This design comes from an exercise in tuning for small area, a short achievable clock period and few clock cycles per item on the open sky130 flow, not from production work.
Only simulation tests tie the RTL to the original design; equivalence was not proved.

Design cordic_vec_top, start of the top module:
module cordic_vec_top (
    input  logic clk,
    input  logic rst_n,
    input  logic in_valid,
    output logic in_ready,
    input  logic signed [15:0] x_start,
    input  logic signed [15:0] y_start,
    output logic out_valid,
    input  logic out_ready,
    output logic signed [15:0] mag,
    output logic signed [31:0] theta
);
Size in the first run: about 3400 cells after synthesis, roughly 740 flip-flops, about 86 I/O pins.
clock: 9.0 ns
lec_check: 0
abc_clock_period_in_ps: 2000
cap_margin: 20
core_margin: 2
core_utilization: 40
setup_slack_margin: 5
slew_margin: 20
standard.sh (not shown) runs the stock make flow with config.mk's settings and CLKGATE_MAP_FILE= SYNTH_SCRIPT=/design/flow/synth_recipe.tcl, a recipe that flattens the netlist after the stock synthesis.
==> flow/flow/run.sh <==
#!/bin/bash
# Own flow: the standard synthesis and layout (standard.sh), but with the
# post-synthesis / post-CTS / post-route repair_timing aiming at a larger
# setup margin (the clock period and all constraints stay the design's).
set -euo pipefail
MARGIN=$(cat flow/margin.txt)
bash standard.sh synth > synth.log 2>&1
# same make command as standard.sh, with SETUP_SLACK_MARGIN raised
CMD=$(grep '^make ' standard.sh | sed -e 's/"\${@:-finish}"//' -e "s/SETUP_SLACK_MARGIN=[^ ]*//")
eval "$CMD SETUP_SLACK_MARGIN=$MARGIN finish" > layout.log 2>&1
RES=$(ls -d orfs/results/*/cordic_vec_top/base)
: # left out here: write the final layout as DEF
==> flow/flow/margin.txt <==
6
The first run ran to the end with no violations.
Testbench counts at the start, summed over its fixed seeds: cycles 16,136, items 16,000.
Rerun with:
==> flow/flow/margin.txt (replaced) <==
5.7
- CTS_CLUSTER_DIAMETER: not set -> 80
- CTS_CLUSTER_SIZE: not set -> 20
Worst setup slack is worse by 0.061 ns.
Via count went down by about 3%.
Final area falls by 5.8%.

* * *

== before ==
Another version of the RTL of cordic_vec_top (not shown whole).
For scale: roughly 86 I/O pins, roughly 44000 um^2 of cells after synthesis.
clock: 9.0 ns
lec_check: 0
abc_clock_period_in_ps: 2000
cap_margin: 20
core_margin: 2
core_utilization: 40
cts_cluster_diameter: 90
cts_cluster_size: 25
setup_slack_margin: 5
slew_margin: 20
==> flow/flow/margin.txt <==
5.9
Scripts as last shown in full above: flow/flow/run.sh
Testbench counts of before, summed over its fixed seeds: cycles 16,136, items 16,000.
[inputs] after vs before
==> flow/flow/margin.txt <==
5.8
[summary]
after vs before, global-route total usage across every layer went down by 0.23 points.
Compared with before, after shows a lower core utilization.
The destination of the critical timing path comes out theta[4] in one run and s15_mc$_DFFE_PN_ in the other, namely in before and after respectively.
[compare] base=before new=after: upper clock frequency limit fell 0.0047 GHz; half-perimeter wire length after placement shows no meaningful change; slew at the pin closest to its max-slew limit fell by 0.045 ns.
Setup slack ends up higher on before.
Against before, post-CTS setup buffer count in after fell by more than a quarter.

* * *

Setup of the reference run:
RTL: one of the versions met above, not the one the previous note started from.
Size in the first run: roughly 3400 cells after synthesis, about 740 flip-flops, about 86 I/O pins, roughly 44000 sq um of cells after synthesis.
export LEC_CHECK = 0
export ABC_CLOCK_PERIOD_IN_PS = 3000
export CAP_MARGIN = 20
export CORE_MARGIN = 2
export CORE_UTILIZATION = 40
export CTS_CLUSTER_DIAMETER = 80
export CTS_CLUSTER_SIZE = 20
export SETUP_SLACK_MARGIN = 5
export SLEW_MARGIN = 20
create_clock -name core_clock -period 9.0 [get_ports {clk}]
==> flow/flow/margin.txt <==
5.8
Scripts as last shown in full above: flow/flow/run.sh
Per the final summary, the reference run finished and its layout is clean on timing, DRC and antenna.
Testbench counts of the reference run, summed over its fixed seeds: cycles 16,136, items 16,000.
Changes in the trial run relative to the reference run:
- CTS_CLUSTER_SIZE changed from 20 to 30
- ABC_CLOCK_PERIOD_IN_PS changed from 3000 to 2000
- CTS_CLUSTER_DIAMETER changed from 80 to 100
==> flow/flow/margin.txt <==
6
--- outcome ---
Every stage of the flow completed for the trial run, and the final layout passed the timing, DRC and antenna checks. ~same area used by sequential logic in the layout in the reference run and the trial run. In the tables for the reference run and the trial run, number of buffers inserted during clock tree synthesis reads higher with the reference run. Against the reference run, the final cell area of the trial run is higher. The trial run against the reference run: count of cell types in the netlist ~0 delta, worst hold slack +21 ps, number of global-route vias before repair +about 0.6%. The trial run ended up with multi-input combinational cells as its most area-hungry cell class in the final design; the reference run ended up with flip-flops and latches. In the trial run, the sequential share of layout area came out 1.3 points below the value in the reference run.

-- static timing again, ports no longer ideal --
In the flow no input, the clock included, has a driving cell. The finished layouts below were timed again as built, in two steps. Step 1 (the two cells are an assumption about what drives the block):
set clk [get_ports {clk}]
set_driving_cell -lib_cell sky130_fd_sc_hd__clkbuf_16 $clk
set_driving_cell -lib_cell sky130_fd_sc_hd__buf_2 [delete_from_list [all_inputs] $clk]
Step 2 adds t to the input delays and takes it off the output delays; t is the mean of the earliest and latest rising clock arrival at the registers after step 1. Input paths then give back, and output paths get back, about the clock's delay inside the block. Slacks: ideal / step 1 / step 2; pairs: ideal / step 1.
run	t (ns)	slack for setup (ns)	worst setup path after step 2	pins driven straight from the clock port
the first run of note 1	0.711	5.806 / 5.806 / 5.338	input to register	1
the second run of note 1	0.679	5.745 / 5.741 / 5.113	input to register	1
before	0.693	5.932 / 5.866 / 5.595	input to register	1
after	0.675	5.887 / 5.822 / 5.444	input to register	1
the reference run	0.700	5.743 / 5.698 / 5.088	input to register	1
the trial run	0.673	5.845 / 5.840 / 5.353	input to register	1
After both steps every run listed still meets setup and hold. The setup slack of the reference run, which loses most, moves by -0.045 ns with the drivers and by -0.655 ns with both steps.
